From an optimization exercise on the open Yosys and OpenROAD flow, aimed at small area; shortcuts taken in it are not production practice. Function was checked by simulation only, so behaviour that the tests miss may differ from the original. No activity file was given, so power comes from the tool's default toggle rates. The flow treats the clock pin as an ideal source, which a real chip does not have.

==> flow/design.v <==
package uart_reg_pkg;
    typedef struct packed {
        reg        TX_EN;  
        reg        TX_CLR_OVRN;  
        reg        RX_EN;  
        reg        RX_CLR_OVRN;  
        reg [7:0]  TX_DATA;  
        reg [15:0]  BAUDDIV;  
    } config_reg_t;
    typedef struct packed {
        reg        RX_VALID;  
        reg        RX_OVRN;  
        reg [4:0]  RX_LVL;  
        reg        RX_BUSY;  
        reg        TX_OVRN;  
        reg [4:0]  TX_LVL;  
        reg        TX_BUSY;  
        reg [7:0]  RX_DATA;  
    } status_reg_t;
endpackage
`timescale 1ns/1ps
module uart_top (
    input wire         clk_i,
    input wire         reset_i,
    input wire         rx_data_i,
    output wire        tx_data_o,
    input wire         psel_i,
    input wire         penable_i,
    input wire         pwrite_i,
    input wire  [4:0]  paddr_i,
    input wire  [31:0] pwdata_i,
    output reg  [31:0] prdata_o,
    output wire        pready_o,
    output wire        pslverr_o
);
    wire acc    = psel_i & penable_i;
    wire wr     = acc & pwrite_i;
    wire rd     = acc & ~pwrite_i;
    wire a_cfg  = (paddr_i == 5'h00);
    wire a_txd  = (paddr_i == 5'h08);
    wire a_rxd  = (paddr_i == 5'h0C);
    wire a_baud = (paddr_i == 5'h10);
    assign pready_o  = 1'b1;
    assign pslverr_o = psel_i & paddr_i[4] & (|paddr_i[3:0]);
    reg        tx_en, tx_clr, rx_en, rx_clr;
    reg [7:0]  tx_data_r;
    reg [15:0] baud_div;
    always @(posedge clk_i) begin
        if (reset_i) begin
            tx_en     <= 1'b0;
            tx_clr    <= 1'b0;
            rx_en     <= 1'b0;
            rx_clr    <= 1'b0;
            tx_data_r <= 8'h00;
            baud_div  <= 16'h0029;
        end else begin
            if (wr & a_cfg) begin
                tx_en  <= pwdata_i[0];
                tx_clr <= pwdata_i[1];
                rx_en  <= pwdata_i[2];
                rx_clr <= pwdata_i[3];
            end
            if (wr & a_txd)  tx_data_r <= pwdata_i[7:0];
            if (wr & a_baud) baud_div  <= pwdata_i[15:0];
        end
    end
    wire       tick;
    wire       tx_busy, tx_ovrn, rx_busy, rx_ovrn;
    wire [4:0] tx_lvl, rx_lvl;
    wire [7:0] rx_head;
    wire       rx_valid = (rx_lvl != 5'd0);
    uart_baud u_baud (
        .clk_i(clk_i), .reset_i(reset_i),
        .en_i(tx_en | rx_en), .div_i(baud_div),
        .wr_i(wr & a_baud), .wdata_i(pwdata_i[15:0]),
        .tick_o(tick)
    );
    uart_txp u_tx (
        .clk_i(clk_i), .reset_i(reset_i), .tick_i(tick),
        .en_i(tx_en), .clr_i(tx_clr),
        .wr_i(wr & a_txd), .wdata_i(pwdata_i[7:0]),
        .lvl_o(tx_lvl), .ovrn_o(tx_ovrn), .busy_o(tx_busy),
        .tx_o(tx_data_o)
    );
    uart_rxp u_rx (
        .clk_i(clk_i), .reset_i(reset_i), .tick_i(tick),
        .en_i(rx_en), .clr_i(rx_clr), .rx_i(rx_data_i),
        .pop_i(rd & a_rxd & rx_valid),
        .lvl_o(rx_lvl), .ovrn_o(rx_ovrn), .busy_o(rx_busy),
        .head_o(rx_head)
    );
    always @(*) begin
        prdata_o = 32'h0;
        case (paddr_i)
            5'h00: prdata_o[3:0]  = {rx_clr, rx_en, tx_clr, tx_en};
            5'h04: prdata_o[14:0] = {tx_busy, tx_lvl, tx_ovrn, rx_busy, rx_lvl, rx_ovrn, rx_valid};
            5'h08: prdata_o[7:0]  = tx_data_r;
            5'h0C: prdata_o[7:0]  = rx_head;
            5'h10: prdata_o[15:0] = baud_div;
            default: ;
        endcase
    end
endmodule
module uart_baud (
    input  wire        clk_i,
    input  wire        reset_i,
    input  wire        en_i,
    input  wire [15:0] div_i,
    input  wire        wr_i,
    input  wire [15:0] wdata_i,
    output reg         tick_o
);
    function automatic [15:0] dec_toggle(input [15:0] c);
        integer k;
        reg all0;
        begin
            all0 = 1'b1;
            for (k = 0; k < 16; k = k + 1) begin
                dec_toggle[k] = all0;
                all0 = all0 & ~c[k];
            end
        end
    endfunction
    reg [15:0] bcnt;
    reg        bpend, bclr;
    wire       bfire = (bcnt == 16'd1);
    always @(posedge clk_i) begin
        bpend  <= wr_i & (wdata_i != div_i);
        bclr   <= bpend;
        tick_o <= en_i & ~bclr & bfire;
        if (~en_i | bclr | bfire) bcnt <= div_i;
        else                      bcnt <= bcnt ^ dec_toggle(bcnt);
    end
endmodule
module uart_txp (
    input  wire       clk_i,
    input  wire       reset_i,
    input  wire       tick_i,
    input  wire       en_i,
    input  wire       clr_i,
    input  wire       wr_i,
    input  wire [7:0] wdata_i,
    output reg  [4:0] lvl_o,
    output reg        ovrn_o,
    output wire       busy_o,
    output wire       tx_o
);
    function automatic [4:0] updn_toggle(input [4:0] c, input up, input dn);
        integer k;
        reg all1, all0;
        begin
            all1 = 1'b1;
            all0 = 1'b1;
            for (k = 0; k < 5; k = k + 1) begin
                updn_toggle[k] = (up & all1) | (dn & all0);
                all1 = all1 & c[k];
                all0 = all0 & ~c[k];
            end
        end
    endfunction
    localparam [3:0] T_IDLE = 4'd0, T_FETCH = 4'd1, T_STOP = 4'd12;
    reg [7:0]  fifo [0:15];
    reg [15:0] v;
    reg        pend;
    reg [3:0]  st;
    reg [7:0]  tbyte;
    reg [3:0]  cnt;
    reg        btick;
    wire full = lvl_o[4];
    wire push = wr_i & ~full;
    wire pop  = (st == T_FETCH);
    wire act  = (st != T_IDLE) & (st != T_FETCH);
    wire take = pend & v[15];
    wire [16:1] ld;
    assign ld[16] = take;
    genvar g;
    generate
        for (g = 1; g < 16; g = g + 1) begin : g_ld
            assign ld[g] = v[g-1] & (~v[g] | ld[g+1]);
        end
    endgenerate
    integer i;
    always @(posedge clk_i) begin
        if (push) fifo[0] <= wdata_i;
        for (i = 1; i < 16; i = i + 1)
            if (ld[i]) fifo[i] <= fifo[i-1];
        if (take) tbyte <= fifo[15];
    end
    always @(posedge clk_i) begin
        if (reset_i) begin
            v      <= 16'h0000;
            pend   <= 1'b0;
            lvl_o  <= 5'd0;
            ovrn_o <= 1'b0;
            st     <= T_IDLE;
        end else begin
            v[0] <= push | (v[0] & ~ld[1]);
            for (i = 1; i < 16; i = i + 1)
                v[i] <= ld[i] | (v[i] & ~ld[i+1]);
            if (pop)       pend <= 1'b1;
            else if (take) pend <= 1'b0;
            lvl_o <= lvl_o ^ updn_toggle(lvl_o, push & ~pop, ~push & pop);
            if (wr_i & full) ovrn_o <= 1'b1;
            else if (clr_i)  ovrn_o <= 1'b0;
            case (st)
                T_IDLE:  if (en_i & (lvl_o != 5'd0)) st <= T_FETCH;
                T_FETCH: st <= 4'd2;
                default: if (btick) st <= (st == T_STOP) ? T_IDLE : st + 4'd1;
            endcase
        end
        if (~act)        cnt <= 4'd0;
        else if (tick_i) cnt <= cnt + 4'd1;
        btick <= act & tick_i & (cnt == 4'd15);
    end
    wire dph = (st >= 4'd4) & (st <= 4'd11);
    assign tx_o   = (st == 4'd3) ? 1'b0 : (dph ? tbyte[{st[3], st[1:0]}] : 1'b1);
    assign busy_o = (st != T_IDLE);
endmodule
module uart_rxp (
    input  wire       clk_i,
    input  wire       reset_i,
    input  wire       tick_i,
    input  wire       en_i,
    input  wire       clr_i,
    input  wire       rx_i,
    input  wire       pop_i,
    output reg  [4:0] lvl_o,
    output reg        ovrn_o,
    output wire       busy_o,
    output wire [7:0] head_o
);
    function automatic [4:0] updn_toggle(input [4:0] c, input up, input dn);
        integer k;
        reg all1, all0;
        begin
            all1 = 1'b1;
            all0 = 1'b1;
            for (k = 0; k < 5; k = k + 1) begin
                updn_toggle[k] = (up & all1) | (dn & all0);
                all1 = all1 & c[k];
                all0 = all0 & ~c[k];
            end
        end
    endfunction
    localparam [3:0] R_MON = 4'd0, R_PUSH = 4'd1, R_FS = 4'd2, R_SV = 4'd3, R_STOP = 4'd12;
    reg       s1, s2;
    reg [3:0] st;
    reg [7:0] rbyte;
    reg [3:0] cnt;
    reg       sp, sq, svalid;
    reg [7:0] fifo [0:15];
    wire mon  = (st == R_MON) | (st == R_PUSH) | (st == R_FS);
    wire dph  = (st >= 4'd4) & (st <= 4'd11);
    wire full = lvl_o[4];
    wire wen  = (st == R_PUSH);
    wire push = wen & ~full;
    assign busy_o = (st != R_MON) & (st != R_PUSH);
    always @(posedge clk_i) begin
        s1 <= rx_i;
        s2 <= s1;
    end
    always @(posedge clk_i) begin
        if (reset_i) begin
            st     <= R_MON;
            lvl_o  <= 5'd0;
            ovrn_o <= 1'b0;
        end else begin
            if (mon) begin
                st <= (~s2 & en_i) ? R_SV : R_MON;
            end else if (svalid) begin
                if (st == R_SV)        st <= sp ? R_FS : 4'd4;
                else if (st == R_STOP) st <= sp ? R_PUSH : R_MON;
                else                   st <= st + 4'd1;
            end
            lvl_o <= lvl_o ^ updn_toggle(lvl_o, push & ~pop_i, ~push & pop_i);
            if (wen & full)  ovrn_o <= 1'b1;
            else if (clr_i)  ovrn_o <= 1'b0;
        end
        if (svalid & dph) rbyte <= {sp, rbyte[7:1]};
        if (~busy_o)     cnt <= 4'd0;
        else if (tick_i) cnt <= cnt + 4'd1;
        if (tick_i & busy_o) begin
            if (cnt == 4'd6) begin
                sp <= s2;
                sq <= s2;
            end else if (cnt == 4'd7) begin
                sp <= sp & s2;
                sq <= sq | s2;
            end else if (cnt == 4'd8) begin
                sp <= sp | (sq & s2);
            end
        end
        svalid <= tick_i & busy_o & (cnt == 4'd8);
    end
    integer i;
    always @(posedge clk_i) begin
        if (push) begin
            fifo[0] <= rbyte;
            for (i = 1; i < 16; i = i + 1) fifo[i] <= fifo[i-1];
        end
    end
    wire [7:0] rot [0:15];
    genvar g;
    generate
        for (g = 0; g < 16; g = g + 1) begin : g_rot
            assign rot[g] = fifo[(g + 15) % 16];
        end
    endgenerate
    assign head_o = rot[lvl_o[3:0]];
endmodule
==> flow/flow/run.sh <==
#!/bin/bash
set -euo pipefail
export BUFFER_PORTS_ARGS="-buffer_cell sky130_fd_sc_hd__buf_1"
export CTS_ARGS="-sink_clustering_enable -repair_clock_nets -dont_use_dummy_load -buf_list sky130_fd_sc_hd__clkbuf_16 -sink_clustering_size 30 -sink_clustering_max_diameter 100"
bash standard.sh > flow_make.log 2>&1
==> flow/standard.sh <==
#!/bin/bash
# synth_recipe.tcl (not shown) runs the flow's synth.tcl, then flattens the netlist and writes it again
# the make line also repeats each setting of config.mk as NAME=value (left out here)
make -C /OpenROAD-flow-scripts/flow DESIGN_CONFIG=/design/flow/config.mk WORK_HOME=/design/flow/orfs CLKGATE_MAP_FILE= SYNTH_SCRIPT=/design/flow/synth_recipe.tcl "${@:-finish}"
==> flow/config.mk <==
export PLATFORM = sky130hd
export DESIGN_NAME = uart_top
export DESIGN_NICKNAME = uart_top
export VERILOG_FILES = /design/flow/design.v
export SDC_FILE = /design/flow/constraint.sdc
export NUM_CORES = 4
export LEC_CHECK = 0
export ABC_AREA = 1
export CAP_MARGIN = 20
export CORE_MARGIN = 2
export CORE_UTILIZATION = 60
export SLEW_MARGIN = 20
==> flow/constraint.sdc <==
create_clock -name core_clock -period 5.0 [get_ports {clk_i}]
set_input_delay 1.0000 -clock core_clock [delete_from_list [all_inputs] [get_ports {clk_i}]]
set_output_delay 1.0000 -clock core_clock [all_outputs]
set_load 0.01 [all_outputs]
==> flow_summary.yaml, run 1 <==
detailed_routing:
  first_iter_violations: 683
  highest_layer: "met4"
  dr.pass1.iters: 7
  ant_nets: 0
  dr_wl_met2_mm: 11.4
  wl_met1_mm: 11.5
  vias: 8135
  finalWirelength_mm: 24.8
  avgRoutedWirePerCell_um: 16.4
  wl_met3_mm: 1.52
  drc: 0
  via_per_inst: 5.40
power_and_ir_drop:
  leakage_nw: 4.82
  power_density_nw_per_um2: 365
  p_switching_mw: 1.38
  comb_power_share_pct: 11.7
  pwr-share-seq_pct: 62.4
  p_sw_share_pct: 25.1
  p_int_mw: 4.11
  clkPwrFrac_pct: 25.9
  vdd_drop_max_uv: 307
  p_total_mw: 5.49
clock_network:
  holdBufCountCts: 0
  clockBufferDepth: 3
  cts_resized: 0
  post_cts_buffers: 0
  path_clk_slew_ps: 110
  cts_root_buf: "clkbuf_16"
  cts_sinks: 370
  clk_latency_ps: 510
  htreeDepth: 1
  cts_tree: "built"
  cts_inserted_buffers: 16
worst_setup_path:
  setup.worst_path.class: "reg -> out"
  end_kind: "primary output"
  path_max_fanout: 6
  worstPathArrival_ps: 3020
  start_kind: "flop"
  cp.required_ps: 4000
sta:
  min_period_ps: 4020
  max_freq_mhz: 249
  setup_violations: 0
  maxSlewViolCount: 0
  tns_ps: 0
  fin_crit_sh_pct: 80.4
  timing.final.hold_violations: 0
  skew_ps: 49.8
  slew_headroom_pct: 31.0
  rsz0062_at_grt: "no"
  tightest_slew_ps: 1030
  hold_ws_ps: 279
floorplan:
  die_h_um: 158
  num_rows: 56
  die_w_um: 158
  core_um2: 23300
  die_area_um2: 24800
  io_pins: 78
  initial_utilization_pct: 60.6
finish:
  fill_cells: 1834
  finalNonFillerCells: 1507
  final_nets: 1267
  syn2layout_area_growth_pct: 6.27
  antenna_cells: 0
  post_route_cells_drive_above_1_share_pct: 4.21
synthesis:
  ys_warn_count: 6
  seq_area_frac_synth_pct: 71.8
  synth-seq-cells: 370
  ys.flop_type: "edfxtp_1"
  async_flop_share_pct: 0
  syn-instance-count: 1138
  synth_enable_flop_cells: 274
  synth_area_um2: 14100
  ys_types: 48
  synth.avg_cell_area_um2: 12.4
global_route:
  grt_pass1_wl_mm: 38.9
  antenna_found_initial: 0
  grt_max_degree: 58
  track_usage_pct: 20.2
  grt_overflow: 0
  grt_pass1_vias: 7376
job:
  max_cap_viol_count: 0
placed_design:
  dp.cells: 1491
  hpwlAfterDp_mm: 17.6
  port_buffers: 44
  gp_congestion: 0.849
outcome:
  status: "timing/DRC/antenna clean"
min_path:
  hold_path.class: "reg -> reg"
## worst max-delay path, stage by stage, from the launching register on
cell,delay [ps]
dfxtp_1,390
inv_1,120
nand2_1,140
inv_1,130
nand2_1,120
inv_1,120
a22o_1,200
a211oi_1,510
nand4_1,370
nand2_1,150
nand3_1,110
buf_1,150
## cell usage in the layout, fill, tap and decap left out, types with 5 or more instances in the layout
cell	synthesis	layout
buf_1	2	44
a21oi_1	52	52
nand2_1	207	207
buf_4	17	5
o21ai_0	75	75
nand4_1	20	20
nor2_4	4	5
a32o_1	6	6
conb_1	2	17
nand3_1	31	31
a22o_1	10	10
clkbuf_16	0	16
xor2_1	13	13
nor2_1	93	92
ha_1	34	34
edfxtp_1	274	274
nor3_1	12	12
dfxtp_1	96	96
inv_1	112	112
nor4_1	8	8
a221oi_1	10	10
## logic make-up (layout without fill, tap and decap cells)
logic type,after synthesis,in the layout,synth area share [%]
simple gates,393,393,12.4
flops,370,370,71.8
compound gates,177,177,7.48
buf+inv,147,182,4.37
fa+ha+maj,34,34,3.01
xor+xnor,15,15,0.929
other cells,2,17,0.0531
## flip-flops by register name, summed over array words and instances (netlist names), 5 cells and up
register and count:
u_rx.rbyte 8, u_tx.fifo 128, u_tx.tbyte 8, u_baud.bcnt 16, baud_div 16, u_rx.lvl_o 5, tx_data_r 8, u_tx.lvl_o 5
u_tx.v 16, u_rx.fifo 128
## area by class of cell
type / count / area, um2 / share of cell area [%]
Sequential cell: 370 / 10100 / 67.5
Timing Repair Buffer: 49 / 203 / 1.35
Multi-Input combinational cell: 636 / 3440 / 22.9
Tap cell: 319 / 399 / 2.66
Inverter: 117 / 439 / 2.92
Clock buffer: 16 / 400 / 2.66
## layer usage
metal  global-route usage [%]  vias up
li1                         -     4031
met1                     30.2     3871
met2                     32.1      203
met3                     2.59       30
met4                     4.11        0
met5                        0        -
## power groups by stage
| stage | combinational [mW] | clock [mW] | sequential [mW] |
|---|---|---|---|
| floorplan | 0.435 | 0 | 3.49 |
| global placement | 0.632 | 0 | 3.49 |
| detailed placement | 0.641 | 0 | 3.49 |
| CTS | 0.642 | 1.48 | 3.42 |
| global route | 0.725 | 1.56 | 3.43 |
| finish | 0.640 | 1.42 | 3.42 |
## synthesized netlist by cell type, drive strengths merged (4+ instances only)
cell | instances | share of area (%)
a221oi | 10 | 0.62
ha | 34 | 3.0
buf | 21 | 1.0
nand3 | 32 | 1.2
nand4 | 24 | 1.4
a32o | 6 | 0.42
nor2 | 101 | 3.0
inv | 116 | 3.1
clkbuf | 9 | 0.24
dfxtp | 96 | 14
or2 | 4 | 0.18
o21ai | 77 | 2.8
a22o | 10 | 0.62
nor4 | 9 | 0.50
nand2 | 207 | 5.5
a21oi | 55 | 2.0
nor3 | 14 | 0.61
edfxtp | 274 | 58
xor2 | 13 | 0.81
## path summary, 6_finish.rpt
kind,start,end,slack (ps),depth (start not counted)
max reg2reg,u_baud.bcnt[0],u_baud.bcnt[15],1460,17
min,u_baud.bpend,u_baud.bclr,280,0
max,u_rx.lvl_o[0],prdata_o[7],980,11
min reg2reg,u_baud.bpend,u_baud.bclr,280,0
## per-stage QoR
step	worst slack [ps]	cell area, um2	util (%)
after floorplan	1400	14200	-
after global placement	1280	14600	62.7
after detailed placement	1260	14600	62.7
after CTS	930	15000	64.4
after global routing	777	15000	64.4
final	980	15000	64.4
==> run 2, diff against run 1 <==
--- a/flow/design.v
+++ b/flow/design.v
@@ -249,6 +249,9 @@
     reg [3:0] cnt;
     reg       sp, sq, svalid;
     reg [7:0] fifo [0:15];
+    reg       f;        
+    reg [4:0] q;        
+    wire moving = f & (q != lvl_o);
     wire mon  = (st == R_MON) | (st == R_PUSH) | (st == R_FS);
     wire dph  = (st >= 4'd4) & (st <= 4'd11);
     wire full = lvl_o[4];
@@ -264,6 +267,7 @@
             st     <= R_MON;
             lvl_o  <= 5'd0;
             ovrn_o <= 1'b0;
+            f      <= 1'b0;
         end else begin
             if (mon) begin
                 st <= (~s2 & en_i) ? R_SV : R_MON;
@@ -273,6 +277,13 @@
                 else                   st <= st + 4'd1;
             end
             lvl_o <= lvl_o ^ updn_toggle(lvl_o, push & ~pop_i, ~push & pop_i);
+            if (push) begin
+                f <= 1'b1;
+                q <= 5'd16;
+            end else begin
+                f <= moving & ~(pop_i & (lvl_o == 5'd1));
+                if (moving) q <= q - 5'd1;
+            end
             if (wen & full)  ovrn_o <= 1'b1;
             else if (clr_i)  ovrn_o <= 1'b0;
         end
@@ -292,19 +303,18 @@
         end
         svalid <= tick_i & busy_o & (cnt == 4'd8);
     end
-    integer i;
-    always @(posedge clk_i) begin
-        if (push) begin
-            fifo[0] <= rbyte;
-            for (i = 1; i < 16; i = i + 1) fifo[i] <= fifo[i-1];
-        end
-    end
-    wire [7:0] rot [0:15];
+    wire [15:1] ld;
     genvar g;
     generate
-        for (g = 0; g < 16; g = g + 1) begin : g_rot
-            assign rot[g] = fifo[(g + 15) % 16];
+        for (g = 1; g < 16; g = g + 1) begin : g_ld
+            assign ld[g] = pop_i | (moving & (lvl_o <= 5'd16 - g));
         end
     endgenerate
-    assign head_o = rot[lvl_o[3:0]];
+    integer i;
+    always @(posedge clk_i) begin
+        if (push) fifo[0] <= rbyte;
+        for (i = 1; i < 16; i = i + 1)
+            if (ld[i]) fifo[i] <= fifo[i-1];
+    end
+    assign head_o = (moving & ~(|lvl_o[4:1])) ? rbyte : fifo[15];
 endmodule
==> flow_summary.yaml, run 2 <==
finish:
  final_common_cell: "edfxtp_1"
  final_cell_mix: "edfxtp_1, inv_1, nand2_1, dfxtp_1, nor2_1"
  syn2layout_area_growth_pct: 5.67
  post_route_cells_drive_above_1_share_pct: 4.81
  antenna_cells: 0
  final_nets: 1183
  postLayoutCellArea_um2: 14700
  reg_top3: "u_rx.fifo: 128 flops, u_tx.fifo: 128 flops"
synthesis:
  synth_area_um2: 13900
  syn-instance-count: 1061
  ys.flop_type: "edfxtp_1"
  yosysTopAreaCellShare_pct: 60.1
  synth_commonest_cells: "edfxtp_1, inv_1, nand2_1"
  async_flop_share_pct: 0
  ys_warn_count: 6
  synth_enable_flop_cells: 279
  ys_types: 47
  synth_top_area_cell: "edfxtp_1"
  synth.avg_cell_area_um2: 13.1
  synth-seq-cells: 376
  seq_area_frac_synth_pct: 74.0
  synth_area_leaders: "edfxtp_1, dfxtp_1, inv_1"
  yosysMostFrequentCell: "edfxtp_1"
clock_network:
  cts_sinks: 376
  cts_inserted_buffers: 16
  clockBufferDepth: 3
  path_clk_slew_ps: 110
  post_cts_buffers: 0
  clk_latency_ps: 520
  cts_tree: "built"
  htreeDepth: 1
  cts_root_buf: "clkbuf_16"
  cts_resized: 0
  holdBufCountCts: 0
placed_design:
  place_area_um2: 14300
  hpwlAfterDp_mm: 15.6
  gp_congestion: 0.861
  port_buffers: 44
sta:
  maxSlewViolCount: 0
  slew_headroom_pct: 33.7
  rsz0062_at_grt: "no"
  tns_ps: 0
  tightest_slew_ps: 990
  fin_crit_sh_pct: 75.4
  setup_violations: 0
  min_period_ps: 3770
  skew_ps: 36.4
  hold_ws_ps: 340
  max_freq_mhz: 265
  timing.final.hold_violations: 0
global_route:
  grt_use_met2_pct: 29.6
  grt_max_degree: 43
  track_usage_pct: 18.4
  antenna_found_initial: 0
  use_met1_pct: 26.8
  grt_pass1_wl_mm: 34.8
  grt_pass1_vias: 6748
  met3_usage_pct: 2.69
  grt_overflow: 0
  gr-max-usage-layer: "met2"
min_path:
  holdPathEnd: "u_baud.bclr"
  holdPathStages: 0
  hold_path.class: "reg -> reg"
  min_from: "u_baud.bpend"
job:
  max_cap_viol_count: 0
worst_setup_path:
  worstPathArrival_ps: 2770
  worstPathCellList: "buf_1, nor2_2, inv_1, nor3_2, inv_1, nor2_2, inv_2, o22ai_1, a21oi_1, nand2_1, buf_1"
  crit_slowest_cell: "nor2_2"
  setup.worst_path.class: "in -> out"
  path_max_fanout: 13
  rr_startpoint: "u_baud.bcnt[0]"
  reg2reg_to: "u_baud.bcnt[15]"
  reg2reg_depth: 17
  end_kind: "primary output"
  crit_path_max_incr_delay_ps: 460
  rrSetupSlack_ps: 1600
  start_kind: "primary input"
  cp.required_ps: 4000
power_and_ir_drop:
  p_switching_mw: 1.44
  p_sw_share_pct: 24.6
  power_density_nw_per_um2: 399
  comb_power_share_pct: 10.9
  clkPwrFrac_pct: 24.2
  leakage_nw: 5.21
  p_int_mw: 4.43
  vdd_drop_max_uv: 240
  pwr-share-seq_pct: 64.9
  p_total_mw: 5.87
detailed_routing:
  drc: 0
  finalWirelength_mm: 22.0
  via_per_inst: 5.31
  avgRoutedWirePerCell_um: 15.8
  dr.pass1.iters: 6
  vias: 7377
  first_iter_violations: 602
  ant_nets: 0
outcome:
  status: "timing/DRC/antenna clean"
floorplan:
  die_w_um: 156
  initial_utilization_pct: 61.4
  num_rows: 55
  die_area_um2: 24500
  io_pins: 78
  die_h_um: 156
  core_um2: 22700
==> run 2: cell types whose count changed after synthesis, sizes merged, moves of 4 or more <==
| cell | change |
|---|---|
| o21ai | +12 |
| nand2 | -86 |
| edfxtp | +5 |
| a31oi | +5 |
| inv | +13 |
| a22o | -9 |
| nor4 | -5 |
| a221oi | -6 |
| o21bai | +6 |
| a32o | -4 |
| nand3 | -4 |
| buf | +4 |
| nand4 | -14 |
==> run 2: critical path: cells and delay by family <==
family                 cells  cell delay (ps)
AND/OR/NAND/NOR            4              940
AO/OA/AOI/OAI              2              220
buffers and inverters      5              600
==> run 2: metal layers <==
metal	wire length [um]	vias to the layer above	part of all wire, %
li1	-	3708	-
met1	10200	3456	46
met2	10100	181	46
met3	1240	32	5.6
met4	471	0	2.1
met5	0	-	0
==> run 2: layout make-up <==
type	instances	area (um2)
Sequential cell	376	10300
Fill cell	1740	7980
Multi-Input combinational cell	535	2980
Inverter	129	484
Clock buffer	16	400
Tap cell	285	357
Timing Repair Buffer	47	188
==> run 2: logic make-up (layout without fill, tap and decap cells) <==
group           count (synthesis)  count (layout)  synth area share [%]
compound gates                178             178                  7.15
xor+xnor                       19              19                  1.19
fa+ha+maj                      35              35                  3.14
buf+inv                       165             192                  4.98
flops                         376             376                  74.0
mux                             1               1                0.0718
other cells                     2              17                0.0539
simple gates                  285             285                  9.36
==> run 2: how the worst max path moves through the flow <==
stage,slack [ps],endpoint,cells past startpoint,startpoint
detailed placement,1120,u_rx.fifo[8][4],11,paddr_i[2]
CTS,1260,prdata_o[4],11,paddr_i[1]
global placement,1230,u_rx.fifo[8][4],11,paddr_i[2]
global route,970,prdata_o[5],12,u_rx.lvl_o[0]
finish,1230,prdata_o[4],11,paddr_i[1]
floorplan,1880,prdata_o[2],8,paddr_i[1]
==> run 2: metrics by stage <==
step	std cells	setup WS [ps]	utilization (%)
final	1388	1230	64.9
after global routing	1388	971	64.9
after CTS	1388	1260	64.9
after detailed placement	1372	1120	63.1
after global placement	1372	1230	63.1
after floorplan	1076	1880	-
==> run 2: power by group through the flow <==
| stage | Sequential (mW) | Combinational, mW | Clock (mW) |
|---|---|---|---|
| 5_1_grt | 3.84 | 0.739 | 1.58 |
| 2_1_floorplan | 3.82 | 0.480 | 0 |
| 4_1_cts | 3.81 | 0.644 | 1.48 |
| 3_3_place_gp | 3.87 | 0.628 | 0 |
| 6_report | 3.81 | 0.643 | 1.42 |
| 3_5_place_dp | 3.87 | 0.643 | 0 |
==> run 3, diff against run 2 <==
==> flow/flow/run.sh (replaced) <==
#!/bin/bash
# The standard layout (standard.sh), with our own choices for:
#  - ABC's area script: synthesis is the standard flow's, with the same registers;
#    only the mapping of the logic between them differs
#  - the cell that buffers each port (buf_1)
#  - clock tree synthesis options (no dummy loads, clkbuf_16 clusters)
# Each tool's full output goes to the ORFS logs under orfs/logs/, and
# make's output to flow_make.log.
set -euo pipefail
rm -rf scripts_local
cp -r "$FLOW_HOME/scripts" scripts_local
cp flow/abc_area.script scripts_local/abc_area.script
export SCRIPTS_DIR="$PWD/scripts_local"
export BUFFER_PORTS_ARGS="-buffer_cell sky130_fd_sc_hd__buf_1"
export CTS_ARGS="-sink_clustering_enable -repair_clock_nets -dont_use_dummy_load -buf_list sky130_fd_sc_hd__clkbuf_16 -sink_clustering_size 30 -sink_clustering_max_diameter 100"
bash standard.sh > flow_make.log 2>&1
==> flow/flow/abc_area.script (new file) <==
strash
dc2
dch -f
amap
topo
stime -c
--- a/flow/config.mk
+++ b/flow/config.mk
@@ -8,5 +8,5 @@
 export ABC_AREA = 1
 export CAP_MARGIN = 20
 export CORE_MARGIN = 2
-export CORE_UTILIZATION = 60
+export CORE_UTILIZATION = 75
 export SLEW_MARGIN = 20
==> flow_summary.yaml, run 3 <==
detailed_routing:
  dr.pass1.iters: 5
  finalWirelength_mm: 23.9
  first_iter_violations: 731
  avgRoutedWirePerCell_um: 19.4
  ant_nets: 0
  vias: 7666
  drc: 0
  via_per_inst: 6.23
worst_setup_path:
  rr_startpoint: "u_rx.lvl_o[2]"
  end_kind: "primary output"
  crit_path_max_incr_delay_ps: 480
  cp.required_ps: 4000
  rrSetupSlack_ps: 1100
  worstPathArrival_ps: 3610
  worstPathCellList: "clkinv_1, o2111ai_1, o21ai_0, nor2_1, nand2_1, nor2_2, clkinv_1, o221a_1, a221oi_1, o221ai_1, buf_1"
  setup.worst_path.class: "reg -> out"
  start_kind: "flop"
  crit_slowest_cell: "dfxtp_1"
  path_buf_inv: 3
  path_common_cell: "clkinv_1"
  path_max_fanout: 9
  critPathLaunch: "u_rx.lvl_o[2]"
  reg2reg_depth: 9
  cp.depth: 11
  path_delay_family: "compound AO/OA/AOI/OAI gates"
synthesis:
  async_flop_share_pct: 0
  synth_area_um2: 13400
  synth-seq-cells: 376
  ys.flop_type: "edfxtp_1"
  ys_warn_count: 6
  synth.avg_cell_area_um2: 14.3
  synth_top_area_cell: "edfxtp_1"
  synth_commonest_cells: "edfxtp_1, clkinv_1, nor2_1"
  syn-instance-count: 939
  yosysTopAreaCellShare_pct: 62.3
  synth_area_leaders: "edfxtp_1, dfxtp_1, ha_1"
  yosysMostFrequentCell: "edfxtp_1"
  synth_enable_flop_cells: 279
  seq_area_frac_synth_pct: 76.8
  ys_types: 39
sta:
  min_period_ps: 4610
  setup_violations: 0
  hold_ws_ps: 345
  tns_ps: 0
  timing.final.hold_violations: 0
  slew_headroom_pct: 27.2
  worst_slack_ps: 388
  rsz0062_at_grt: "no"
  fin_crit_sh_pct: 92.2
  maxSlewViolCount: 0
  skew_ps: 40.9
  tightest_slew_ps: 1090
  max_freq_mhz: 217
placed_design:
  pre_cts_slack_ps: 254
  gp_congestion: 0.948
  dp.cells: 1215
  hpwlAfterDp_mm: 16.9
  place_area_um2: 13900
  port_buffers: 44
global_route:
  grt_pass1_wl_mm: 36.8
  antenna_found_initial: 0
  track_usage_pct: 25.7
  grt_pass1_vias: 7359
  grt_overflow: 0
  grt_max_degree: 44
finish:
  post_route_cells_drive_above_1_share_pct: 2.98
  final_nets: 1086
  final_cell_mix: "edfxtp_1, clkinv_1, dfxtp_1, nor2_1, a21oi_1"
  antenna_cells: 0
  reg_top3: "u_rx.fifo: 128 flops, u_tx.fifo: 128 flops"
  postLayoutCellArea_um2: 14300
  finalNonFillerCells: 1231
  post-route-util_pct: 82.1
  final_common_cell: "edfxtp_1"
  syn2layout_area_growth_pct: 6.39
floorplan:
  die_w_um: 138
  num_rows: 48
  die_h_um: 138
  initial_utilization_pct: 77.2
  core_um2: 17400
  die_area_um2: 19000
  io_pins: 78
clock_network:
  cts_root_buf: "clkbuf_16"
  clk_latency_ps: 510
  htreeDepth: 1
  path_clk_slew_ps: 110
  cts_sinks: 376
  cts_tree: "built"
  cts_inserted_buffers: 16
  post_cts_buffers: 0
  clockBufferDepth: 3
  cts_resized: 0
  holdBufCountCts: 0
power_and_ir_drop:
  vdd_drop_max_uv: 349
  p_total_mw: 6.09
  power_density_nw_per_um2: 426
  leakage_nw: 4.65
outcome:
  status: "timing/DRC/antenna clean"
min_path:
  holdPathStages: 0
  min_from: "u_baud.bpend"
  hold_path.class: "reg -> reg"
job:
  max_cap_viol_count: 0
[run 3: cell types whose count changed in the layout (fill, tap and decap cells not counted), moves of 17 or more]
| cell | previous run | this run |
|---|---|---|
| clkinv_1 | 0 | 110 |
| nand3_1 | 27 | 8 |
| inv_1 | 122 | 0 |
| o21ai_0 | 85 | 47 |
| o22ai_1 | 5 | 36 |
| nand2_1 | 121 | 31 |
| a22oi_1 | 0 | 17 |
[run 3: layout make-up]
cell class | instances | area (um2)
sequential | 376 | 10300
multi-input combinational | 451 | 2650
fill | 906 | 3120
clock buffer | 16 | 400
tap | 225 | 282
timing repair buffer | 53 | 234
inverter | 110 | 413
[run 3: cells by family (layout without fill, tap and decap cells)]
logic type,count (synthesis),in the layout,synth area share (%)
flip-flops,376,376,76.8
other,2,17,0.0559
AO/OA/AOI/OAI,215,215,9.82
adder cells (fa/ha/maj),35,35,3.26
AND/OR/NAND/NOR,184,184,6.07
buffers and inverters,127,179,4.02
[run 3: worst reg2reg max path, stage by stage, from the launching register on]
cell       delay, ps
dfxtp_1          480
clkinv_1         300
a221oi_1         350
o2111ai_1        150
o21ai_0          260
nor2_1           100
nor2_1           440
clkinv_1         490
o21ai_0          480
clkinv_1         500
[run 3: power breakdown]
part           total [mW]  switching, mW  internal, mW
combinational       0.724          0.536         0.188
sequential           3.96          0.153          3.81
clock                1.41          0.825         0.580
[run 3: final timing paths]
path / endpoint
setup / recovery: prdata_o[3]
hold / removal: u_baud.bclr
setup reg to reg: u_rx.fifo[9][3]
hold reg to reg: u_baud.bclr
[run 3: routing by layer]
layer / routed length (um) / global-route usage [%] / up-vias
met5: 0 / 0 / -
met4: 359 / 6.18 / 0
met3: 2570 / 4.46 / 46
met2: 11600 / 43.3 / 398
met1: 9430 / 35.7 / 3675
li1: - / - / 3547
==> run 4, diff against run 3 <==
--- a/flow/config.mk
+++ b/flow/config.mk
@@ -8,5 +8,6 @@
 export ABC_AREA = 1
 export CAP_MARGIN = 20
 export CORE_MARGIN = 2
-export CORE_UTILIZATION = 75
+export CORE_UTILIZATION = 70
+export PLACE_DENSITY = 0.75
 export SLEW_MARGIN = 20
==> flow_summary.yaml, run 4 <==
outcome:
  status: "timing/DRC/antenna clean"
synthesis:
  yosysMostFrequentCell: "edfxtp_1"
  synth.avg_cell_area_um2: 14.3
  synth-seq-cells: 376
  yosysTopAreaCellShare_pct: 62.3
  synth_top_area_cell: "edfxtp_1"
  ys_types: 39
  synth_area_leaders: "edfxtp_1, dfxtp_1, ha_1"
  synth_enable_flop_cells: 279
  ys.flop_type: "edfxtp_1"
  ys_warn_count: 6
  async_flop_share_pct: 0
  syn-instance-count: 939
  synth_area_um2: 13400
  seq_area_frac_synth_pct: 76.8
  synth_commonest_cells: "edfxtp_1, clkinv_1, nor2_1"
detailed_routing:
  avgRoutedWirePerCell_um: 18.3
  drc: 0
  vias: 7444
  dr.pass1.iters: 7
  via_per_inst: 6.00
  finalWirelength_mm: 22.7
  first_iter_violations: 655
  ant_nets: 0
job:
  max_cap_viol_count: 0
global_route:
  track_usage_pct: 22.5
  grt_pass1_vias: 7057
  grt_overflow: 0
  antenna_found_initial: 0
  grt_pass1_wl_mm: 35.0
  grt_max_degree: 44
worst_setup_path:
  end_kind: "primary output"
  reg2reg_depth: 9
  rr_startpoint: "u_rx.lvl_o[2]"
  critPathLaunch: "u_rx.lvl_o[1]"
  reg2reg_to: "u_rx.fifo[9][3]"
  rrSetupSlack_ps: 1220
  path_max_fanout: 9
  cp.required_ps: 4000
  worstPathArrival_ps: 3630
  start_kind: "flop"
  setup.worst_path.class: "reg -> out"
sta:
  timing.final.hold_violations: 0
  tns_ps: 0
  fin_crit_sh_pct: 92.7
  rsz0062_at_grt: "no"
  maxSlewViolCount: 0
  max_freq_mhz: 216
  skew_ps: 45.5
  tightest_slew_ps: 1060
  slew_headroom_pct: 28.9
  min_period_ps: 4630
  setup_violations: 0
placed_design:
  port_buffers: 44
  dp.cells: 1225
  gp_congestion: 0.958
  hpwlAfterDp_mm: 16.3
  place_area_um2: 13900
floorplan:
  initial_utilization_pct: 71.6
  die_h_um: 143
  die_w_um: 143
  num_rows: 50
  die_area_um2: 20300
  io_pins: 78
  core_um2: 18800
power_and_ir_drop:
  p_total_mw: 6.08
  vdd_drop_max_uv: 332
  power_density_nw_per_um2: 424
  leakage_nw: 4.66
min_path:
  min_from: "u_baud.bpend"
  holdPathEnd: "u_baud.bclr"
  hold_path.class: "reg -> reg"
  holdPathStages: 0
finish:
  antenna_cells: 0
  syn2layout_area_growth_pct: 6.53
  reg_top3: "u_rx.fifo: 128 flops, u_tx.fifo: 128 flops"
  postLayoutCellArea_um2: 14300
  post_route_cells_drive_above_1_share_pct: 3.08
  final_common_cell: "edfxtp_1"
  finalNonFillerCells: 1241
  final_nets: 1087
  final_cell_mix: "edfxtp_1, clkinv_1, dfxtp_1, nor2_1, a21oi_1"
clock_network:
  holdBufCountCts: 0
  cts_sinks: 376
  path_clk_slew_ps: 110
  cts_tree: "built"
  clockBufferDepth: 3
  cts_resized: 0
  clk_latency_ps: 510
  cts_inserted_buffers: 16
  cts_root_buf: "clkbuf_16"
  htreeDepth: 1
  post_cts_buffers: 0
[run 4: cell types whose count changed in the layout (fill, tap and decap cells not counted)]
| cell | before | now |
|---|---|---|
| buf_4 | 9 | 10 |
[run 4: critical path, stage by stage, from the launching register on]
cell,delay (ps)
dfxtp_1,560
clkinv_1,280
o21ai_0,200
o21ai_0,130
nor2_1,160
nand2_1,100
nor2_2,350
clkinv_1,380
o221a_1,320
a221oi_1,260
o221ai_1,210
buf_1,180
[run 4: metal layers]
layer  track usage (%)  part of all wire [%]  wire length [um]
met1              32.0                    43              9650
met2              36.0                    47             10600
met3              5.45                   9.1              2080
met4              4.95                   1.7               393
met5                 0                     0                 0
[run 4: stage by stage]
stage,utilization [%],hold slack (ps),worst slack [ps]
after floorplan,-,310,421
after global placement,74.1,322,625
after detailed placement,74.1,319,362
after CTS,76.2,344,358
after global routing,76.3,346,114
final,76.3,342,365
[run 4: where the power goes]
part | leakage, nW | switching, mW | internal (mW)
Combinational | 1.14 | 0.526 | 0.187
Sequential | 3.32 | 0.146 | 3.81
Clock | 0.197 | 0.832 | 0.580
Total | 4.66 | 1.50 | 4.57
[run 4: worst max-delay path by stage]
stage / to / slack [ps] / cells after the start
6_report: prdata_o[3] / 370 / 11
3_3_place_gp: u_rx.fifo[14][6] / 630 / 11
2_1_floorplan: u_rx.fifo[6][0] / 420 / 8
5_1_grt: prdata_o[3] / 110 / 11
4_1_cts: prdata_o[3] / 360 / 11
3_5_place_dp: u_rx.fifo[14][6] / 360 / 11
[run 4: logic make-up (layout without fill, tap and decap cells)]
family | after synthesis | in the layout | share of synthesized area (%)
flip-flops | 376 | 376 | 76.8
buffers and inverters | 127 | 180 | 4.02
other | 2 | 17 | 0.0559
AO/OA/AOI/OAI | 215 | 215 | 9.82
adder cells (fa/ha/maj) | 35 | 35 | 3.26
AND/OR/NAND/NOR | 184 | 184 | 6.07
[run 4: layout make-up]
class,count,area [um2]
Tap cell,234,293
Fill cell,1108,4450
Timing Repair Buffer,54,241
Clock buffer,16,400
Inverter,110,413
Multi-Input combinational cell,451,2650
Sequential cell,376,10300
==> run 5, diff against run 4 <==
--- a/flow/config.mk
+++ b/flow/config.mk
@@ -8,6 +8,5 @@
 export ABC_AREA = 1
 export CAP_MARGIN = 20
 export CORE_MARGIN = 2
-export CORE_UTILIZATION = 70
-export PLACE_DENSITY = 0.75
+export CORE_UTILIZATION = 60
 export SLEW_MARGIN = 20
==> flow_summary.yaml, run 5 <==
sta:
  skew_ps: 36.0
  slew_headroom_pct: 31.6
  tightest_slew_ps: 1020
  maxSlewViolCount: 0
  timing.final.hold_violations: 0
  hold_ws_ps: 347
  max_freq_mhz: 224
  fin_crit_sh_pct: 89.3
  rsz0062_at_grt: "no"
  min_period_ps: 4470
  tns_ps: 0
  setup_violations: 0
finish:
  final_nets: 1088
  postLayoutCellArea_um2: 14400
  syn2layout_area_growth_pct: 7.00
  seq_area_um2: 10300
  final_common_cell: "edfxtp_1"
  post-route-util_pct: 65.7
  antenna_cells: 0
  fill_cells: 1614
  multi_input_area_um2: 2650
  final_cell_mix: "edfxtp_1, clkinv_1, nor2_1, dfxtp_1, a21oi_1"
  post_route_cells_drive_above_1_share_pct: 3.08
  reg_top3: "u_rx.fifo: 128 flops, u_tx.fifo: 128 flops"
global_route:
  met3_usage_pct: 3.10
  grt_use_met2_pct: 32.4
  grt_overflow: 0
  grt_pass1_vias: 7177
  use_met1_pct: 29.1
  gr-max-usage-layer: "met2"
  grt_max_degree: 44
  antenna_found_initial: 0
  track_usage_pct: 19.8
  grt_pass1_wl_mm: 37.0
clock_network:
  htreeDepth: 1
  post_cts_buffers: 0
  cts_tree: "built"
  clockBufferDepth: 3
  clk_latency_ps: 510
  cts_root_buf: "clkbuf_16"
  cts_sinks: 376
  path_clk_slew_ps: 120
  cts_inserted_buffers: 16
detailed_routing:
  dr.pass1.iters: 5
  finalWirelength_mm: 23.3
  first_iter_violations: 619
  drc: 0
  vias: 7467
  via_per_inst: 5.80
  avgRoutedWirePerCell_um: 18.1
  ant_nets: 0
synthesis:
  synth_top_area_cell: "edfxtp_1"
  ys.flop_type: "edfxtp_1"
  synth_commonest_cells: "edfxtp_1, clkinv_1, nor2_1"
  synth_area_um2: 13400
  synth_area_leaders: "edfxtp_1, dfxtp_1, ha_1"
  syn-instance-count: 939
  seq_area_frac_synth_pct: 76.8
  yosysTopAreaCellShare_pct: 62.3
  synth.avg_cell_area_um2: 14.3
  async_flop_share_pct: 0
  ys_types: 39
  synth-seq-cells: 376
  yosysMostFrequentCell: "edfxtp_1"
  ys_warn_count: 6
  synth_enable_flop_cells: 279
worst_setup_path:
  critPathLaunch: "u_rx.lvl_o[2]"
  rr_startpoint: "u_rx.lvl_o[2]"
  path_common_cell: "clkinv_1"
  start_kind: "flop"
  end_kind: "primary output"
  crit_slowest_cell: "dfxtp_1"
  setup.worst_path.class: "reg -> out"
  worstPathCellList: "clkinv_1, o2111ai_1, o21ai_0, nor2_1, nand2_1, nor2_2, clkinv_1, o221a_1, a221oi_1, o221ai_1, buf_1"
  path_buf_inv: 3
  worstPathArrival_ps: 3470
  cp.required_ps: 4000
  crit_path_max_incr_delay_ps: 490
  path_max_fanout: 9
  path_delay_family: "compound AO/OA/AOI/OAI gates"
placed_design:
  port_buffers: 44
  place_area_um2: 14000
  hpwlAfterDp_mm: 16.8
  gp_congestion: 0.861
job:
  max_cap_viol_count: 0
floorplan:
  die_area_um2: 23600
  io_pins: 78
  die_w_um: 154
  num_rows: 54
  die_h_um: 154
  core_um2: 21900
  initial_utilization_pct: 61.4
power_and_ir_drop:
  vdd_drop_max_uv: 317
  power_density_nw_per_um2: 424
  leakage_nw: 4.66
outcome:
  status: "timing/DRC/antenna clean"
min_path:
  hold_path.class: "reg -> reg"
  min_from: "u_baud.bpend"
[run 5: cell types whose count changed in the layout (fill, tap and decap cells not counted)]
cell	change
buf_4	+1
nor2_2	-1
nor2_1	+1
[run 5: power by group]
part           total, mW  leakage (nW)  switching (mW)  internal [mW]
Clock               1.42         0.197           0.836          0.580
Combinational      0.719          1.15           0.528          0.191
Sequential          3.96          3.32           0.150           3.81
Total               6.09          4.66            1.51           4.58
[run 5: kinds of logic (layout without fill, tap and decap cells)]
kind of cell	count (synthesis)	count (layout)	synth area share, %
buffers and inverters	127	181	4.02
AO/OA/AOI/OAI	215	215	9.82
AND/OR/NAND/NOR	184	184	6.07
flip-flops	376	376	76.8
other	2	17	0.0559
adder cells (fa/ha/maj)	35	35	3.26
[run 5: cell type report]
class,count,area share (%)
Clock buffer,16,2.78
Inverter,110,2.87
Multi-Input combinational cell,451,18.4
Sequential cell,376,71.8
Tap cell,280,2.44
Timing Repair Buffer,55,1.73
[run 5: worst paths after layout]
check,slack (ps),end,cells after the start
setup / recovery,530,prdata_o[3],11
hold / removal,350,u_baud.bclr,0
setup reg to reg,1100,u_rx.fifo[9][3],9
hold reg to reg,350,u_baud.bclr,0
[run 5: worst reg2reg max path, cell delays in order, from the launching register on]
cell	delay, ps
dfxtp_1	490
clkinv_1	300
a221oi_1	350
o2111ai_1	160
o21ai_0	230
nor2_1	90
nor2_1	450
clkinv_1	470
o21ai_0	480
clkinv_1	520
[run 5: metrics by stage]
| step | power, mW | setup slack, ps | std cells |
|---|---|---|---|
| 3_5_place_dp | 4.73 | 463 | 1272 |
| 5_1_grt | 6.36 | 172 | 1288 |
| 6_report | 6.09 | 535 | 1288 |
| 3_3_place_gp | 4.65 | 758 | 1272 |
| 4_1_cts | 6.12 | 496 | 1288 |
| 2_1_floorplan | 4.44 | 421 | 954 |
[run 5: repair_timing]
action                     4_1_cts  5_1_grt
resized for setup                0        1
setup endpoints to repair        0        1
hold buffers                     0        0
[run 5: metal layers]
metal,share of wire [%],routed length [um]
met3,6.9,1600
met1,45,10600
met5,0,0
met2,46,10800
met4,1.4,316
==> run 6, diff against run 5 <==
--- a/flow/flow/run.sh
+++ b/flow/flow/run.sh
@@ -12,5 +12,5 @@
 cp flow/abc_area.script scripts_local/abc_area.script
 export SCRIPTS_DIR="$PWD/scripts_local"
 export BUFFER_PORTS_ARGS="-buffer_cell sky130_fd_sc_hd__buf_1"
-export CTS_ARGS="-sink_clustering_enable -repair_clock_nets -dont_use_dummy_load -buf_list sky130_fd_sc_hd__clkbuf_16 -sink_clustering_size 30 -sink_clustering_max_diameter 100"
+export CTS_ARGS="-sink_clustering_enable -repair_clock_nets -dont_use_dummy_load -buf_list sky130_fd_sc_hd__clkbuf_16 -sink_clustering_size 32 -sink_clustering_max_diameter 90"
 bash standard.sh > flow_make.log 2>&1
==> flow_summary.yaml, run 6 <==
outcome:
  status: "timing/DRC/antenna clean"
synthesis:
  synth-seq-cells: 376
  seq_area_frac_synth_pct: 76.8
  yosysTopAreaCellShare_pct: 62.3
  synth_commonest_cells: "edfxtp_1, clkinv_1, nor2_1"
  synth_top_area_cell: "edfxtp_1"
  yosysMostFrequentCell: "edfxtp_1"
  synth.avg_cell_area_um2: 14.3
  synth_area_um2: 13400
  ys_warn_count: 6
  synth_area_leaders: "edfxtp_1, dfxtp_1, ha_1"
  ys_types: 39
  synth_enable_flop_cells: 279
  async_flop_share_pct: 0
  syn-instance-count: 939
  ys.flop_type: "edfxtp_1"
placed_design:
  gp_congestion: 0.861
  port_buffers: 44
  hpwlAfterDp_mm: 16.8
sta:
  timing.final.hold_violations: 0
  slew_headroom_pct: 31.4
  rsz0062_at_grt: "no"
  tns_ps: 0
  setup_violations: 0
  fin_crit_sh_pct: 89.4
  skew_ps: 31.4
  max_freq_mhz: 224
  tightest_slew_ps: 1020
  maxSlewViolCount: 0
  min_period_ps: 4470
worst_setup_path:
  crit_path_max_incr_delay_ps: 590
  cp.required_ps: 4000
  setup.worst_path.class: "reg -> out"
  path_max_fanout: 9
  start_kind: "flop"
  reg2reg_depth: 9
  worstPathArrival_ps: 3470
  worstPathCellList: "clkinv_1, o21ai_0, o21ai_0, nor2_1, nand2_1, nor2_2, clkinv_1, o221a_1, a221oi_1, o221ai_1, buf_1"
  end_kind: "primary output"
  crit_slowest_cell: "dfxtp_1"
global_route:
  grt_pass1_wl_mm: 37.1
  grt_pass1_vias: 7198
  grt_max_degree: 44
  track_usage_pct: 19.8
  antenna_found_initial: 0
  grt_overflow: 0
floorplan:
  num_rows: 54
  die_area_um2: 23600
  die_h_um: 154
  die_w_um: 154
  io_pins: 78
  core_um2: 21900
  initial_utilization_pct: 61.4
detailed_routing:
  first_iter_violations: 620
  ant_nets: 0
  drc: 0
  avgRoutedWirePerCell_um: 18.1
  vias: 7441
  finalWirelength_mm: 23.3
  via_per_inst: 5.78
  dr.pass1.iters: 5
finish:
  final_nets: 1087
  reg_top3: "u_rx.fifo: 128 flops, u_tx.fifo: 128 flops"
  antenna_cells: 0
  final_common_cell: "edfxtp_1"
  fill_cells: 1614
  syn2layout_area_growth_pct: 6.81
  final_cell_mix: "edfxtp_1, clkinv_1, nor2_1, dfxtp_1, a21oi_1"
  post_route_cells_drive_above_1_share_pct: 2.98
clock_network:
  clk_latency_ps: 510
  cts_inserted_buffers: 15
  cts_root_buf: "clkbuf_16"
  path_clk_slew_ps: 120
  htreeDepth: 1
  cts_tree: "built"
  clockBufferDepth: 3
  holdBufCountCts: 0
  cts_sinks: 376
power_and_ir_drop:
  leakage_nw: 4.65
  power_density_nw_per_um2: 421
  vdd_drop_max_uv: 316
  p_total_mw: 6.05
min_path:
  hold_path.class: "reg -> reg"
  holdPathStages: 0
job:
  max_cap_viol_count: 0
run 6: cell types whose count changed in the layout (fill, tap and decap cells not counted):
cell	before	now
clkbuf_16	16	15
run 6: worst max-delay path, delay by kind of cell (launching register included):
kind / cells / cell delay (ps)
flip-flops: 1 / 590
AO/OA/AOI/OAI: 5 / 1030
buffers and inverters: 3 / 780
AND/OR/NAND/NOR: 3 / 560
run 6: report_power, final:
| group | leakage, nW | internal [mW] | switching, mW |
|---|---|---|---|
| registers | 3.32 | 3.81 | 0.150 |
| logic | 1.15 | 0.191 | 0.528 |
| clock network | 0.185 | 0.546 | 0.823 |
run 6: cell families after synthesis:
group | after synthesis | share of synthesized area [%]
other | 2 | 0.0559
buffers and inverters | 127 | 4.02
AOI/OAI and AO/OA | 215 | 9.82
and+or+nand+nor | 184 | 6.07
DFF | 376 | 76.8
adders and majority gates | 35 | 3.26
run 6: routing by layer:
| metal | vias to the layer above | wire [um] | global-route usage, % | share of wire [%] |
|---|---|---|---|---|
| li1 | 3535 | - | - | - |
| met1 | 3608 | 10400 | 28.9 | 45 |
| met2 | 273 | 10900 | 32.7 | 47 |
| met3 | 25 | 1710 | 3.21 | 7.3 |
| met4 | 0 | 267 | 3.19 | 1.1 |
| met5 | - | 0 | 0 | 0 |
run 6: area by class of cell:
type,instances,area [um2],area share (%)
clock buffer,15,375,2.61
inverter,110,413,2.88
multi-input combinational,451,2650,18.5
sequential,376,10300,71.9
tap,280,350,2.44
timing repair buffer,55,249,1.73
run 6: worst paths after layout:
check                                   start         endpoint  slack [ps]
worst max-delay path            u_rx.lvl_o[1]      prdata_o[3]         530
worst min-delay path             u_baud.bpend      u_baud.bclr         350
worst max register to register  u_rx.lvl_o[2]  u_rx.fifo[9][5]        1090
worst min register to register   u_baud.bpend      u_baud.bclr         350
run 6: timing repair:
item | 4_1_cts | 5_1_grt
gates resized for setup | 0 | 1
endpoints found under the setup margin | 0 | 1
setup buffers | 0 | 0
run 6: through the flow:
step	std cells	hold WS [ps]	utilization, %	setup WS, ps	area [um2]
finish	1287	346	65.6	531	14400
detailed placement	1272	318	63.8	463	14000
CTS	1287	347	65.5	485	14300
global route	1287	355	65.6	138	14400
global placement	1272	324	63.8	758	14000
floorplan	954	310	-	421	13500
==> run 7, diff against run 6 <==
--- a/flow/flow/run.sh
+++ b/flow/flow/run.sh
@@ -12,5 +12,5 @@
 cp flow/abc_area.script scripts_local/abc_area.script
 export SCRIPTS_DIR="$PWD/scripts_local"
 export BUFFER_PORTS_ARGS="-buffer_cell sky130_fd_sc_hd__buf_1"
-export CTS_ARGS="-sink_clustering_enable -repair_clock_nets -dont_use_dummy_load -buf_list sky130_fd_sc_hd__clkbuf_16 -sink_clustering_size 32 -sink_clustering_max_diameter 90"
+export CTS_ARGS='-sink_clustering_enable -repair_clock_nets -dont_use_dummy_load -buf_list {sky130_fd_sc_hd__clkbuf_8 sky130_fd_sc_hd__clkbuf_16} -sink_clustering_size 30 -sink_clustering_max_diameter 100'
 bash standard.sh > flow_make.log 2>&1
==> flow_summary.yaml, run 7 <==
outcome:
  status: "timing/DRC/antenna clean"
global_route:
  grt_pass1_wl_mm: 37.0
  antenna_found_initial: 0
  grt_pass1_vias: 7177
  grt_max_degree: 44
  track_usage_pct: 19.8
  grt_overflow: 0
worst_setup_path:
  setup.worst_path.class: "reg -> out"
  path_max_fanout: 9
  crit_path_max_incr_delay_ps: 490
  reg2reg_to: "u_rx.fifo[9][3]"
  path_delay_family: "compound AO/OA/AOI/OAI gates"
  rr_startpoint: "u_rx.lvl_o[2]"
  worstPathArrival_ps: 3470
  reg2reg_depth: 9
  rrSetupSlack_ps: 1100
  path_buf_inv: 3
  start_kind: "flop"
  end_kind: "primary output"
  crit_slowest_cell: "dfxtp_1"
  worstPathCellList: "clkinv_1, o2111ai_1, o21ai_0, nor2_1, nand2_1, nor2_2, clkinv_1, o221a_1, a221oi_1, o221ai_1, buf_1"
  cp.required_ps: 4000
  path_common_cell: "clkinv_1"
clock_network:
  clk_latency_ps: 510
  cts_tree: "built"
  cts_inserted_buffers: 16
  path_clk_slew_ps: 120
  cts_resized: 0
  holdBufCountCts: 0
  cts_root_buf: "clkbuf_16"
  post_cts_buffers: 0
  clockBufferDepth: 3
  cts_sinks: 376
  htreeDepth: 1
synthesis:
  ys_types: 39
  ys.flop_type: "edfxtp_1"
  syn-instance-count: 939
  synth_top_area_cell: "edfxtp_1"
  synth-seq-cells: 376
  synth_enable_flop_cells: 279
  seq_area_frac_synth_pct: 76.8
  synth.avg_cell_area_um2: 14.3
  synth_area_um2: 13400
  async_flop_share_pct: 0
  yosysTopAreaCellShare_pct: 62.3
  yosysMostFrequentCell: "edfxtp_1"
  synth_commonest_cells: "edfxtp_1, clkinv_1, nor2_1"
  ys_warn_count: 6
  synth_area_leaders: "edfxtp_1, dfxtp_1, ha_1"
min_path:
  min_from: "u_baud.bpend"
  holdPathStages: 0
  holdPathEnd: "u_baud.bclr"
  hold_path.class: "reg -> reg"
job:
  max_cap_viol_count: 0
sta:
  slew_headroom_pct: 31.6
  fin_crit_sh_pct: 89.3
  hold_ws_ps: 347
  rsz0062_at_grt: "no"
  maxSlewViolCount: 0
  tightest_slew_ps: 1020
  tns_ps: 0
  max_freq_mhz: 224
  timing.final.hold_violations: 0
  setup_violations: 0
  min_period_ps: 4470
  skew_ps: 36.0
placed_design:
  port_buffers: 44
  gp_congestion: 0.861
  dp.cells: 1272
  hpwlAfterDp_mm: 16.8
power_and_ir_drop:
  vdd_drop_max_uv: 317
  power_density_nw_per_um2: 424
  leakage_nw: 4.66
  p_total_mw: 6.09
finish:
  syn2layout_area_growth_pct: 7.00
  post_route_cells_drive_above_1_share_pct: 3.08
  antenna_cells: 0
  finalNonFillerCells: 1288
  final_nets: 1088
  final_cell_mix: "edfxtp_1, clkinv_1, nor2_1, dfxtp_1, a21oi_1"
  reg_top3: "u_rx.fifo: 128 flops, u_tx.fifo: 128 flops"
  final_common_cell: "edfxtp_1"
floorplan:
  core_um2: 21900
  io_pins: 78
  die_area_um2: 23600
  die_w_um: 154
  die_h_um: 154
  initial_utilization_pct: 61.4
  num_rows: 54
detailed_routing:
  avgRoutedWirePerCell_um: 18.1
  dr.pass1.iters: 5
  via_per_inst: 5.80
  vias: 7467
  drc: 0
  finalWirelength_mm: 23.3
  first_iter_violations: 619
  ant_nets: 0
-- run 7: cell count changes in the layout (fill, tap and decap cells not counted), sizes merged --
cell,previous run,this run
clkbuf,16,17
-- run 7: per-stage QoR --
step / util [%] / worst slack (ps) / cell area (um2)
3_3_place_gp: 63.8 / 758 / 14000
4_1_cts: 65.6 / 496 / 14400
6_report: 65.7 / 535 / 14400
5_1_grt: 65.7 / 172 / 14400
2_1_floorplan: - / 421 / 13500
3_5_place_dp: 63.8 / 463 / 14000
-- run 7: how the worst max path moves through the flow --
stage | startpoint | end | depth (start not counted)
finish | u_rx.lvl_o[2] | prdata_o[3] | 11
global route | u_rx.lvl_o[2] | prdata_o[3] | 11
CTS | u_rx.lvl_o[2] | prdata_o[3] | 11
detailed placement | paddr_i[1] | u_rx.fifo[14][2] | 11
global placement | paddr_i[1] | u_rx.fifo[14][4] | 11
floorplan | paddr_i[1] | u_rx.fifo[6][0] | 8
-- run 7: power by group --
| group | leakage (nW) | switching, mW | internal [mW] |
|---|---|---|---|
| logic | 1.15 | 0.528 | 0.191 |
| registers | 3.32 | 0.150 | 3.81 |
| clock network | 0.197 | 0.836 | 0.580 |
| total | 4.66 | 1.51 | 4.58 |
-- run 7: cell families after synthesis --
group                      synth area share [%]
AOI/OAI and AO/OA                          9.82
adders and majority gates                  3.26
buffers and inverters                      4.02
DFF                                        76.8
other                                    0.0559
and+or+nand+nor                            6.07
-- run 7: area by class of cell --
type | instances | area, um2
repair buffers | 55 | 249
well taps | 280 | 350
flip-flops and latches | 376 | 10300
fillers | 1614 | 7510
inverters | 110 | 413
clock buffers | 16 | 400
multi-input cells | 451 | 2650
-- run 7: per-layer routing --
| layer | global-route usage [%] | routed length [um] | up-vias | part of all wire [%] |
|---|---|---|---|---|
| li1 | - | - | 3552 | - |
| met1 | 29.1 | 10600 | 3638 | 45 |
| met2 | 32.4 | 10800 | 246 | 46 |
| met3 | 3.10 | 1600 | 31 | 6.9 |
| met4 | 3.28 | 316 | 0 | 1.4 |
| met5 | 0 | 0 | - | 0 |
-- run 7: worst reg2reg max path: cells and delay by family (launching register included) --
kind,cells,cell delay [ps]
flip-flops,1,490
buffers and inverters,3,1290
AO/OA/AOI/OAI,4,1220
AND/OR/NAND/NOR,2,540
==> run 8, diff against run 7 <==
--- a/flow/flow/run.sh
+++ b/flow/flow/run.sh
@@ -12,5 +12,5 @@
 cp flow/abc_area.script scripts_local/abc_area.script
 export SCRIPTS_DIR="$PWD/scripts_local"
 export BUFFER_PORTS_ARGS="-buffer_cell sky130_fd_sc_hd__buf_1"
-export CTS_ARGS='-sink_clustering_enable -repair_clock_nets -dont_use_dummy_load -buf_list {sky130_fd_sc_hd__clkbuf_8 sky130_fd_sc_hd__clkbuf_16} -sink_clustering_size 30 -sink_clustering_max_diameter 100'
+export CTS_ARGS='-sink_clustering_enable -repair_clock_nets -dont_use_dummy_load -buf_list sky130_fd_sc_hd__clkbuf_16 -sink_clustering_size 30 -sink_clustering_max_diameter 100 -sink_clustering_buffer sky130_fd_sc_hd__clkbuf_16 -root_buf sky130_fd_sc_hd__clkbuf_8'
 bash standard.sh > flow_make.log 2>&1
==> flow_summary.yaml, run 8 <==
outcome:
  status: "timing/DRC/antenna clean"
floorplan:
  initial_utilization_pct: 61.4
  die_area_um2: 23600
  num_rows: 54
  die_w_um: 154
  die_h_um: 154
  io_pins: 78
  core_um2: 21900
placed_design:
  place_area_um2: 14000
  hpwlAfterDp_mm: 16.8
  dp.cells: 1272
  pre_cts_slack_ps: 463
  gp_congestion: 0.861
  port_buffers: 44
sta:
  setup_violations: 0
  worst_slack_ps: 502
  maxSlewViolCount: 0
  slew_headroom_pct: 30.1
  min_period_ps: 4500
  timing.final.hold_violations: 0
  tns_ps: 0
  fin_crit_sh_pct: 90.0
  max_freq_mhz: 222
  skew_ps: 35.9
  rsz0062_at_grt: "no"
  tightest_slew_ps: 1040
detailed_routing:
  first_iter_violations: 630
  drc: 0
  finalWirelength_mm: 23.4
  vias: 7503
  dr.pass1.iters: 5
  ant_nets: 0
  avgRoutedWirePerCell_um: 18.1
  via_per_inst: 5.83
worst_setup_path:
  crit_path_max_incr_delay_ps: 490
  rr_startpoint: "u_rx.lvl_o[2]"
  end_kind: "primary output"
  path_max_fanout: 9
  endpoint: "prdata_o[3]"
  cp.required_ps: 4000
  reg2reg_to: "u_rx.fifo[9][3]"
  worstPathCellList: "clkinv_1, o2111ai_1, o21ai_0, nor2_1, nand2_1, nor2_2, clkinv_1, o221a_1, a221oi_1, o221ai_1, buf_1"
  critPathLaunch: "u_rx.lvl_o[2]"
  crit_slowest_cell: "dfxtp_1"
  reg2reg_depth: 9
  setup.worst_path.class: "reg -> out"
  start_kind: "flop"
  worstPathArrival_ps: 3500
  path_common_cell: "clkinv_1"
  rrSetupSlack_ps: 1080
finish:
  postLayoutCellArea_um2: 14300
  final_nets: 1088
  final_common_cell: "edfxtp_1"
  finalNonFillerCells: 1288
  fill_cells: 1615
  syn2layout_area_growth_pct: 6.75
  reg_top3: "u_rx.fifo: 128 flops, u_tx.fifo: 128 flops"
  post_route_cells_drive_above_1_share_pct: 3.08
  final_cell_mix: "edfxtp_1, clkinv_1, nor2_1, dfxtp_1, a21oi_1"
  antenna_cells: 0
clock_network:
  path_clk_slew_ps: 120
  cts_tree: "built"
  holdBufCountCts: 0
  cts_sinks: 376
  clk_latency_ps: 560
  cts_root_buf: "clkbuf_8"
  clockBufferDepth: 3
  cts_inserted_buffers: 16
  htreeDepth: 1
synthesis:
  synth_top_area_cell: "edfxtp_1"
  ys.flop_type: "edfxtp_1"
  yosysMostFrequentCell: "edfxtp_1"
  syn-instance-count: 939
  yosysTopAreaCellShare_pct: 62.3
  ys_warn_count: 6
  synth_area_leaders: "edfxtp_1, dfxtp_1, ha_1"
  synth_commonest_cells: "edfxtp_1, clkinv_1, nor2_1"
  synth-seq-cells: 376
  synth_area_um2: 13400
  seq_area_frac_synth_pct: 76.8
  synth.avg_cell_area_um2: 14.3
  async_flop_share_pct: 0
  ys_types: 39
  synth_enable_flop_cells: 279
power_and_ir_drop:
  power_density_nw_per_um2: 420
  leakage_nw: 4.65
  p_total_mw: 6.03
  vdd_drop_max_uv: 317
global_route:
  antenna_found_initial: 0
  grt_pass1_vias: 7176
  grt_max_degree: 44
  grt_pass1_wl_mm: 37.0
  track_usage_pct: 19.8
  grt_overflow: 0
job:
  max_cap_viol_count: 0
min_path:
  hold_path.class: "reg -> reg"
run 8: cell families after synthesis:
kind of cell             count (synthesis)  synth area share, %
AO/OA/AOI/OAI                          215                 9.82
adder cells (fa/ha/maj)                 35                 3.26
buffers and inverters                  127                 4.02
flip-flops                             376                 76.8
other                                    2               0.0559
AND/OR/NAND/NOR                        184                 6.07
run 8: layout make-up:
type | instances | area (um2) | share of cell area [%]
Sequential cell | 376 | 10300 | 71.9
Inverter | 110 | 413 | 2.88
Clock buffer | 16 | 367 | 2.55
Tap cell | 280 | 350 | 2.44
Timing Repair Buffer | 55 | 249 | 1.74
Multi-Input combinational cell | 451 | 2650 | 18.5
run 8: repair_timing:
item                                    4_1_cts  5_1_grt
endpoints found under the setup margin        0        1
setup buffers                                 0        0
gates resized for setup                       0        1
hold endpoints to repair                      0        0
run 8: per-stage QoR:
stage	util (%)	hold slack [ps]
3_5_place_dp	63.8	318
2_1_floorplan	-	310
3_3_place_gp	63.8	324
4_1_cts	65.5	346
6_report	65.5	346
5_1_grt	65.5	355
run 8: critical path, delay by kind of cell (launching register included):
kind | cells | cell delay [ps]
AOI/OAI and AO/OA | 5 | 1110
buffers and inverters | 3 | 800
DFF | 1 | 490
and+or+nand+nor | 3 | 560
run 8: worst min path at each step:
stage | start | to | cells after the start
finish | u_baud.bpend | u_baud.bclr | 0
global route | u_baud.bpend | u_baud.bclr | 0
CTS | u_baud.bpend | u_baud.bclr | 0
detailed placement | u_baud.bpend | u_baud.bclr | 0
global placement | u_baud.bpend | u_baud.bclr | 0
floorplan | u_baud.bpend | u_baud.bclr | 0
run 8: power breakdown:
group          total, mW  switching, mW  internal [mW]
registers           3.96          0.150           3.81
clock network       1.36          0.833          0.523
logic              0.718          0.527          0.190
total               6.03           1.51           4.52
run 8: routing by layer:
layer  routed length, um  global-route usage [%]  vias up  share of wire (%)
met2               10900                    32.4      271                 47
met1               10600                    29.0     3656                 45
li1                    -                       -     3548                  -
met4                 282                    3.45        0                1.2
met3                1640                    3.21       28                7.0
met5                   0                       0        -                  0

-- re-timing with driven ports --
The flow's constraints put no driver on any port. The routed layouts listed below were extracted and timed again, unchanged, in two steps.
Step 1: set_driving_cell puts a clkbuf_16 on clk_i and a buf_2 on each other input, an assumption about the parent block.
Step 2 adds t to the input delays and takes it off the output delays; t is the mean of the earliest and latest rising clock arrival at the registers after step 1. Input paths then give back, and output paths get back, about the clock's delay inside the block.
a / b / c = ideal ports / drivers / drivers and shift; a / b = the first two.
run	t, ns	setup WS [ns]	latest minus earliest clock arrival (ns)	worst register clock-pin slew, ns
run 1	0.532	0.980 / 0.933 / 1.245	0.052 / 0.051	0.11 / 0.11
run 2	0.554	1.230 / 1.211 / 1.072	0.040 / 0.040	0.11 / 0.11
run 3	0.530	0.388 / 0.345 / 0.182	0.041 / 0.041	0.11 / 0.11
run 4	0.529	0.365 / 0.322 / 0.294	0.046 / 0.046	0.11 / 0.11
run 5	0.539	0.535 / 0.488 / 0.371	0.044 / 0.044	0.12 / 0.12
run 6	0.539	0.531 / 0.483 / 0.368	0.032 / 0.032	0.12 / 0.12
run 7	0.539	0.535 / 0.488 / 0.371	0.044 / 0.044	0.12 / 0.12
run 8	0.593	0.502 / 0.457 / 0.334	0.044 / 0.044	0.12 / 0.12
After both steps every run listed still meets setup and hold. For run 3, which loses most, drivers alone change the setup slack by -0.043 ns; drivers and shift together by -0.206 ns.
